Background: an optimization exercise with open tools, aiming at small area. Do not read the settings as production practice.
The RTL was checked by simulation tests, not by an equivalence proof against the original design.
Power is estimated from default activity; no workload was simulated.

// finalproject
module finalproject(clk, rst, rows, LEDs, columns, signalout, ss1, ss2, ss3, ss4, ss5, ss6);
For scale: roughly 63 I/O pins, about 4400 um^2 of cells after synthesis.
export LEC_CHECK = 0
export CAP_MARGIN = 20
export CORE_MARGIN = 2
export CORE_UTILIZATION = 40
export SLEW_MARGIN = 20
create_clock -name core_clock -period 10.0 [get_ports {clk}]
standard.sh (not shown) runs the stock make flow with config.mk's settings and CLKGATE_MAP_FILE= SYNTH_SCRIPT=/design/flow/synth_recipe.tcl, a recipe that flattens the netlist after the stock synthesis.
==> flow/flow/run.sh <==
#!/bin/bash
# Layout flow: the standard synthesis, then the combinational logic between
# the flip-flops is re-mapped for area with ABC (flip-flops untouched), then
# the standard layout from floorplan to finish on the re-mapped netlist.
set -euo pipefail
HERE=$(pwd)
FLOWDIR=$HERE/flow
PLAT=${FLOW_PLATFORM:-sky130hd}
LIB=$FLOW_HOME/platforms/$PLAT/lib/sky130_fd_sc_hd__tt_025C_1v80.lib
RES=$HERE/orfs/results/$PLAT/finalproject/base
YOSYS=$(command -v yosys || echo "$FLOW_HOME/../tools/install/yosys/bin/yosys")

# Port buffers: the smallest buffer cell.
export BUFFER_PORTS_ARGS="-buffer_cell sky130_fd_sc_hd__buf_1"

export CTS_ARGS="-sink_clustering_enable -repair_clock_nets -dont_use_dummy_load -root_buf sky130_fd_sc_hd__clkbuf_8 -buf_list sky130_fd_sc_hd__clkbuf_4"

# 1. standard synthesis
bash standard.sh synth > "$HERE/log_1_synth.txt" 2>&1

# 2. re-map the logic
cp "$RES/1_2_yosys.v" "$HERE/std_1_2_yosys.v"
python3 "$FLOWDIR/mkcells.py" "$LIB" "$HERE/cells_comb.v" > "$HERE/log_2_mkcells.txt" 2>&1
DONTUSE=""
for c in $(grep -o 'cell *( *"\?sky130_fd_sc_hd__\(lpflow_[a-z0-9_]*\|probec\?_p_8\)' "$LIB" | sed 's/.*sky130/sky130/' | sort -u); do
  DONTUSE="$DONTUSE -dont_use $c"
done
sed -e "s#LIBFILE#$LIB#g" -e "s#CELLFILE#$HERE/cells_comb.v#" -e "s#INFILE#$HERE/std_1_2_yosys.v#" \
    -e "s#TOPNAME#$FLOW_TOP#" -e "s#DONTUSE#$DONTUSE#" -e "s#ABCSCRIPT#$FLOWDIR/area.abc#" \
    -e "s#STATFILE#$HERE/resyn_stat.txt#" -e "s#OUTFILE#$HERE/resyn.v#" "$FLOWDIR/resyn.ys" > "$HERE/resyn_run.ys"
"$YOSYS" -l "$HERE/log_2_resyn.txt" -q "$HERE/resyn_run.ys" > /dev/null 2>&1
cp "$HERE/resyn.v" "$RES/1_2_yosys.v"
touch "$RES/1_2_yosys.v"

# 3. standard layout on the re-mapped netlist (1_synth.odb is rebuilt from it)
bash standard.sh > "$HERE/log_3_layout.txt" 2>&1
Other scripts of this flow, unchanged in this note and not shown: flow/flow/area.abc, flow/flow/mkcells.py, flow/flow/resyn.ys
The starting point went through all stages and came out clean.
Rerun with:
--- a/flow/flow/run.sh
+++ b/flow/flow/run.sh
@@ -16 +16 @@
-export CTS_ARGS="-sink_clustering_enable -repair_clock_nets -dont_use_dummy_load -root_buf sky130_fd_sc_hd__clkbuf_8 -buf_list sky130_fd_sc_hd__clkbuf_4"
+export CTS_ARGS="-sink_clustering_enable -repair_clock_nets -dont_use_dummy_load"
- CORE_UTILIZATION: 40 -> 70
- PLACE_DENSITY: default -> 0.8
Result:
- The new run passed the timing, DRC and antenna checks
- total power stays flat
- critical path depth stays the same
- setup slack gets better by 0.25 ns
- sequential power stays flat
- clock power hardly moves
- routed wire length is higher by 2.2%
Rerun with:
--- a/flow/flow/run.sh
+++ b/flow/flow/run.sh
@@ -15,2 +14,0 @@
-
-export CTS_ARGS="-sink_clustering_enable -repair_clock_nets -dont_use_dummy_load"
- CORE_UTILIZATION: 70 -> 40
- PLACE_DENSITY: 0.8 -> default
The changed run went through all stages and came out clean.
Register-to-register slack is worse by 0.07 ns.
Setup slack is worse by 0.29 ns.
Power rises by a little under a tenth.
Rerun with:
--- a/flow/flow/run.sh
+++ b/flow/flow/run.sh
@@ -12,3 +11,0 @@
-
-# Port buffers: the smallest buffer cell.
-export BUFFER_PORTS_ARGS="-buffer_cell sky130_fd_sc_hd__buf_1"
=>
- hold slack stays flat
- clock skew shrinks by 0.0038 ns
- area after synthesis stays the same
- via count grows by 1.7%
- register-to-register slack is better by 0.25 ns
- power shrinks by 1.7%
- final cell count hardly moves
Rerun with:
--- a/flow/flow/run.sh
+++ b/flow/flow/run.sh
@@ -11,0 +12,5 @@
+
+# Port buffers: the smallest buffer cell.
+export BUFFER_PORTS_ARGS="-buffer_cell sky130_fd_sc_hd__buf_1"
+
+export CTS_ARGS="-sink_clustering_enable -repair_clock_nets -dont_use_dummy_load"
Die area does not change.
Total power is lower by 6.7%.
Clock power is lower by about 17%.

========
The RTL this note starts from:
==> flow/design.v <==
module finalproject(clk, rst, rows, LEDs, columns, signalout, ss1, ss2, ss3, ss4, ss5, ss6);
input clk;
input rst;
input [3:0] rows;
output [9:0] LEDs;
output [3:0] columns;
output signalout;
output [6:0] ss1, ss2, ss3, ss4, ss5, ss6;
wire [3:0] tone;
keypadwithtones kwt(.clk(clk), .rst(rst), .rows(rows), .LEDs(LEDs), .columns(columns), .tone(tone));
toneprocessor tp(.clk(clk), .rst(rst), .tone(tone), .signalout(signalout));
rotatingdisplay rd(.clk(clk), .rst(rst), .ss1(ss1), .ss2(ss2), .ss3(ss3), .ss4(ss4), .ss5(ss5), .ss6(ss6));
endmodule
module keypadwithtones(clk, rst, rows, LEDs, columns, tone);
input clk;
input rst;
input [3:0] rows;
output reg [9:0] LEDs;
output [3:0] columns;
output reg [3:0] tone;    
localparam SA = 3'd0, WB = 3'd1, SB = 3'd2, CK2 = 3'd3, WC = 3'd4, SC = 3'd5, CK4 = 3'd6;
reg [2:0] st;
reg [12:0] c;
reg [15:0] button;
reg m;
wire sa = (st == SA), wb = (st == WB), sb = (st == SB), ck2 = (st == CK2);
wire wc = (st == WC), sc = (st == SC), ck4 = (st == CK4);
wire scan = sa | sb | sc;
assign columns[0] = scan & c[0];
assign columns[1] = ~(scan & c[0] & ~c[1]);
assign columns[2] = ~(scan & c[1] & ~c[2]);
assign columns[3] = ~(scan & c[2]);
wire scan_end = scan & c[2];
wire wb_end = wb & c[0] & ~c[1] & c[6] & ~c[8] & c[9] & ~c[11] & ~c[12];
wire wc_end = wc & ~c[0] & c[1] & c[2] & c[3] & c[4] & ~c[5] & c[6] & ~c[7] & ~c[8] & ~c[9] & ~c[11];
wire [12:0] c_step = {c[11:0], ~(c[12] ^ c[11] ^ c[9] ^ c[8])};
wire c_clr = rst | scan_end | wb_end | wc_end | ck2 | ck4;
wire [3:0] val = ~rows;
wire eq = (val == button[11:8]);
wire [15:0] b = {button[11:0], button[15:12]};
wire [3:0] k1, k0;
assign k1[0] = b[0] | b[2] | b[5] | b[8] | b[10] | b[11] | b[13] | b[15];
assign k0[0] = b[1] | b[3] | b[4] | b[6] | b[7] | b[9] | b[12] | b[14];
assign k1[1] = b[2] | b[3] | b[4] | b[8] | b[9] | b[11] | b[12] | b[13];
assign k0[1] = b[0] | b[1] | b[5] | b[6] | b[7] | b[10] | b[14] | b[15];
assign k1[2] = b[1] | b[2] | b[3] | b[5] | b[9] | b[11] | b[14] | b[15];
assign k0[2] = b[0] | b[4] | b[6] | b[7] | b[8] | b[10] | b[12] | b[13];
assign k1[3] = b[3] | b[6] | b[10] | b[11] | b[12] | b[13] | b[14] | b[15];
assign k0[3] = b[0] | b[1] | b[2] | b[4] | b[5] | b[7] | b[8] | b[9];
wire nz = k1[0] | k0[0];
wire multi = |(k1 & k0);
wire take = ck2 & ~m & ~multi;
wire [3:0] addk = take ? k1 : 4'd0;
always @(posedge clk) begin
  if (rst) begin
    LEDs <= 10'd0;
    tone <= 4'd0;
  end else begin
    LEDs <= LEDs + addk;
    if (take & nz) tone <= k1;
    else if (ck4 & ~nz) tone <= 4'd0;
  end
end
always @(posedge clk) begin
  if (rst) st <= SA;
  else case (st)
    SA:  if (scan_end) st <= WB;
    WB:  if (wb_end) st <= SB;
    SB:  if (scan_end) st <= CK2;
    CK2: st <= (nz & ~m) ? WC : SA;
    WC:  if (wc_end) st <= SC;
    SC:  if (scan_end) st <= CK4;
    CK4: st <= nz ? WC : SA;
    default: ;
  endcase
end
always @(posedge clk) begin
  c <= c_clr ? 13'd0 : c_step;
  button <= {button[11:0], (sa | sc) ? val : button[15:12]};
  m <= (m & ~sa) | (sb & ~eq);
end
endmodule
module toneprocessor(clk, rst, tone, signalout);
input clk;
input rst;
input [3:0] tone;
output reg signalout;
reg [16:0] mc;
reg [1:0] region;
localparam [255:0] LM1 = {16'd11943, 16'd12650, 16'd14203, 16'd15942, 16'd17895, 16'd18959, 16'd21281, 16'd23888, 16'd25389, 16'd28408, 16'd31887, 16'd35802, 16'd37920, 16'd42564, 16'd47754, 16'd1135};
localparam [255:0] HB = {16'd11943, 16'd12650, 16'd14203, 16'd15942, 16'd17895, 16'd18959, 16'd21281, 16'd23888, 16'd25308, 16'd28408, 16'd31887, 16'd35802, 16'd37920, 16'd42564, 16'd47754, 16'd1135};
localparam [15:0] DT = 16'hfc84;
wire [15:0] lm1 = LM1[tone*16 +: 16];
wire [15:0] hb = HB[tone*16 +: 16];
wire d = DT[tone];
function ltc;
  input [15:0] x, y;
  input cin;
  integer i;
  reg cy;
  begin
    cy = cin;
    for (i = 0; i < 16; i = i + 1)
      cy = (~x[i] & y[i]) | (~x[i] & cy) | (y[i] & cy);
    ltc = cy;
  end
endfunction
wire a = ~mc[16] & ltc(mc[15:0], lm1, 1'b0);    
wire b = ltc(mc[16:1], hb, d | ~mc[0]);         
always @(posedge clk) begin
  if (rst) begin
    signalout <= 1'b0;
    mc <= 17'd0;
    region <= 2'd0;
  end else begin
    case (region)
    2'd0: begin
      mc <= mc + 1'b1;
      if (a) signalout <= 1'b0; else region <= 2'd1;
    end
    2'd1: begin
      mc <= mc + 1'b1;
      if (!a && b) signalout <= 1'b1; else region <= 2'd2;
    end
    2'd2: begin
      if (!b) begin signalout <= 1'b0; mc <= 17'd0; end
      else begin region <= 2'd0; mc <= mc + 1'b1; end
    end
    default: ;
    endcase
  end
end
endmodule
module rotatingdisplay(clk, rst, ss1, ss2, ss3, ss4, ss5, ss6);
input clk;
input rst;
output [6:0] ss1, ss2, ss3, ss4, ss5, ss6;
reg [15:0] counter;
reg [3:0] idx;    
reg full;         
wire step = counter[0] & counter[1] & counter[2] & ~counter[3] & ~counter[4] & ~counter[5] & ~counter[6] & counter[7]
          & ~counter[8] & ~counter[9] & ~counter[11] & counter[12] & ~counter[14] & counter[15];
always @(posedge clk) begin
  counter <= (rst | step) ? 16'd0 : {counter[14:0], ~(counter[15] ^ counter[14] ^ counter[12] ^ counter[3])};
  if (rst) begin
    idx <= 4'd0;
    full <= 1'b0;
  end else if (step) begin
    idx <= idx + 1'b1;
    if (idx == 4'd5) full <= 1'b1;
  end
end
function [6:0] text;
  input [3:0] p;
  case (p)
  4'd0:  text = 7'b0010000;  
  4'd1:  text = 7'b0000110;  
  4'd2:  text = 7'b1001110;  
  4'd3:  text = 7'b1001110;  
  4'd4:  text = 7'b1111001;  
  4'd5:  text = 7'b0001110;  
  4'd6:  text = 7'b1000000;  
  4'd7:  text = 7'b0001001;  
  4'd8:  text = 7'b0001110;  
  4'd9:  text = 7'b0001000;  
  4'd10: text = 7'b1000111;  
  4'd11: text = 7'b1000111;  
  4'd12: text = 7'b0100100;  
  4'd13: text = 7'b1000000;  
  4'd14: text = 7'b0100100;  
  default: text = 7'b1000000;  
  endcase
endfunction
assign ss1 = (!full && idx < 4'd1) ? 7'h7F : text(idx - 4'd1);
assign ss2 = (!full && idx < 4'd2) ? 7'h7F : text(idx - 4'd2);
assign ss3 = (!full && idx < 4'd3) ? 7'h7F : text(idx - 4'd3);
assign ss4 = (!full && idx < 4'd4) ? 7'h7F : text(idx - 4'd4);
assign ss5 = (!full && idx < 4'd5) ? 7'h7F : text(idx - 4'd5);
assign ss6 = (!full && idx < 4'd6) ? 7'h7F : text(idx - 4'd6);
endmodule
export LEC_CHECK = 0
export CAP_MARGIN = 20
export CORE_MARGIN = 2
export CORE_UTILIZATION = 40
export SLEW_MARGIN = 20
create_clock -name core_clock -period 10.0 [get_ports {clk}]
==> flow/flow/run.sh <==
#!/bin/bash
# Layout flow: the standard synthesis, then the combinational logic between
# the flip-flops is re-mapped for area with ABC (flip-flops untouched: same
# instances, names and cell types), then the standard layout from
# floorplan to finish on the re-mapped netlist.
set -euo pipefail
HERE=$(pwd)
FLOWDIR=$HERE/flow
PLAT=${FLOW_PLATFORM:-sky130hd}
LIB=$FLOW_HOME/platforms/$PLAT/lib/sky130_fd_sc_hd__tt_025C_1v80.lib
RES=$HERE/orfs/results/$PLAT/finalproject/base
YOSYS=$(command -v yosys || echo "$FLOW_HOME/../tools/install/yosys/bin/yosys")

# Port buffers: the smallest buffer cell.
export BUFFER_PORTS_ARGS="-buffer_cell sky130_fd_sc_hd__buf_1"
# Clock tree without dummy load cells.
export CTS_ARGS="-repair_clock_nets -dont_use_dummy_load"

# 1. standard synthesis
bash standard.sh synth > "$HERE/log_1_synth.txt" 2>&1

# 2. re-map the logic: several ABC runs (random seeds of &deepsyn), keep the smallest
cp "$RES/1_2_yosys.v" "$HERE/std_1_2_yosys.v"
python3 "$FLOWDIR/mkcells.py" "$LIB" "$HERE/cells_comb.v" > "$HERE/log_2_mkcells.txt" 2>&1
DONTUSE=""
for c in $(grep -o 'cell *( *"\?sky130_fd_sc_hd__\(lpflow_[a-z0-9_]*\|probec\?_p_8\)' "$LIB" | sed 's/.*sky130/sky130/' | sort -u); do
  DONTUSE="$DONTUSE -dont_use $c"
done
run_one() {
  local s=$1 d=$HERE/resyn_$1
  mkdir -p "$d"
  sed -e "s/SEED/$s/" "$FLOWDIR/area.abc" > "$d/area.abc"
  sed -e "s#LIBFILE#$LIB#g" -e "s#CELLFILE#$HERE/cells_comb.v#" -e "s#INFILE#$HERE/std_1_2_yosys.v#" \
      -e "s#TOPNAME#$FLOW_TOP#" -e "s#DONTUSE#$DONTUSE#" -e "s#ABCSCRIPT#$d/area.abc#" \
      -e "s#STATFILE#$d/stat.txt#" -e "s#OUTFILE#$d/resyn.v#" "$FLOWDIR/resyn.ys" > "$d/resyn.ys"
  "$YOSYS" -l "$d/log.txt" -q "$d/resyn.ys" > /dev/null 2>&1 || true
}
SEEDS="0 1 2 3 4 5 6 7"
for s in $SEEDS; do
  run_one $s &
  while [ "$(jobs -r | wc -l)" -ge "${NUM_CORES:-4}" ]; do sleep 1; done
done
wait
BEST=""; BESTA=""
for s in $SEEDS; do
  f=$HERE/resyn_$s/stat.txt
  [ -f "$f" ] && [ -f "$HERE/resyn_$s/resyn.v" ] || continue
  a=$(grep "Chip area for module" "$f" | awk '{print $NF}')
  echo "seed $s area $a" >> "$HERE/log_2_resyn_summary.txt"
  if [ -z "$BEST" ] || awk "BEGIN{exit !($a < $BESTA)}"; then BEST=$s; BESTA=$a; fi
done
echo "chosen seed $BEST area $BESTA" >> "$HERE/log_2_resyn_summary.txt"
if [ -n "$BEST" ]; then
  cp "$HERE/resyn_$BEST/resyn.v" "$RES/1_2_yosys.v"
  touch "$RES/1_2_yosys.v"
fi

# 3. standard layout on the re-mapped netlist (1_synth.odb is rebuilt from it)
bash standard.sh > "$HERE/log_3_layout.txt" 2>&1
Other scripts of this flow, unchanged in this note and not shown: flow/flow/area.abc, flow/flow/mkcells.py, flow/flow/resyn.ys
Then changed:
--- a/flow/flow/run.sh
+++ b/flow/flow/run.sh
@@ -17 +17 @@
-export CTS_ARGS="-repair_clock_nets -dont_use_dummy_load"
+export CTS_ARGS="-sink_clustering_enable -repair_clock_nets -dont_use_dummy_load"
Outcome: Global-route usage is unchanged; setup slack stays the same; via count does not change; flip-flop and latch count stays the same; core utilization does not change; die area is unchanged.
Then changed:
--- a/flow/flow/run.sh
+++ b/flow/flow/run.sh
@@ -17 +17 @@
-export CTS_ARGS="-sink_clustering_enable -repair_clock_nets -dont_use_dummy_load"
+export CTS_ARGS="-sink_clustering_enable -repair_clock_nets -dont_use_dummy_load -buf_list sky130_fd_sc_hd__clkbuf_16"
Combinational power barely changes.
Worst hold slack improved by 0.0037 ns.
Die area does not change.
Cell count is unchanged.
Via count is lower by 0.43%.
Cell area increases by 2.1%.
Power is higher by 14%.
Setup slack gains 0.0093 ns.
Sequential cell count stays the same.
Clock-buffer cell count stays the same.

[separate check: timing with driven ports]
In the flow no input, the clock included, has a driving cell. The finished layouts below were timed again as built, in two steps. Step 1 assumes that a clkbuf_16 drives the clock port and a buf_2 every other input. Step 2, shift: input delay + t, output delay - t, t = (earliest + latest rising clock arrival at the registers) / 2. This alone moves slack from input paths to output paths. a / b / c = ideal ports / drivers / drivers and shift; a / b = the first two.
| run | t (ns) | setup slack, ns | worst setup path at the end | slew at the worst register clock pin (ns) | worst slew at a driven data input, ns |
|---|---|---|---|---|---|
| the first run of note 1 | 0.396 | 5.298 / 5.265 / 5.661 | register to output | 0.10 / 0.10 | 0.03 |
| the second run of note 1 | 0.368 | 5.548 / 5.519 / 5.865 | register to register | 0.09 / 0.09 | 0.03 |
| the third run of note 1 | 0.408 | 5.263 / 5.230 / 5.638 | register to output | 0.10 / 0.10 | 0.03 |
| the fourth run of note 1 | 0.391 | 5.008 / 4.975 / 5.366 | register to output | 0.09 / 0.09 | 0.03 |
| the fifth run of note 1 | 0.396 | 5.298 / 5.265 / 5.661 | register to output | 0.10 / 0.10 | 0.03 |
| the first run of note 2 | 0.377 | 4.850 / 4.817 / 5.193 | register to output | 0.09 / 0.09 | 0.03 |
| the second run of note 2 | 0.377 | 4.850 / 4.817 / 5.193 | register to output | 0.09 / 0.09 | 0.03 |
| the third run of note 2 | 0.363 | 4.859 / 4.823 / 5.186 | register to output | 0.07 / 0.07 | 0.03 |
After both steps setup and hold are still met in every run listed.
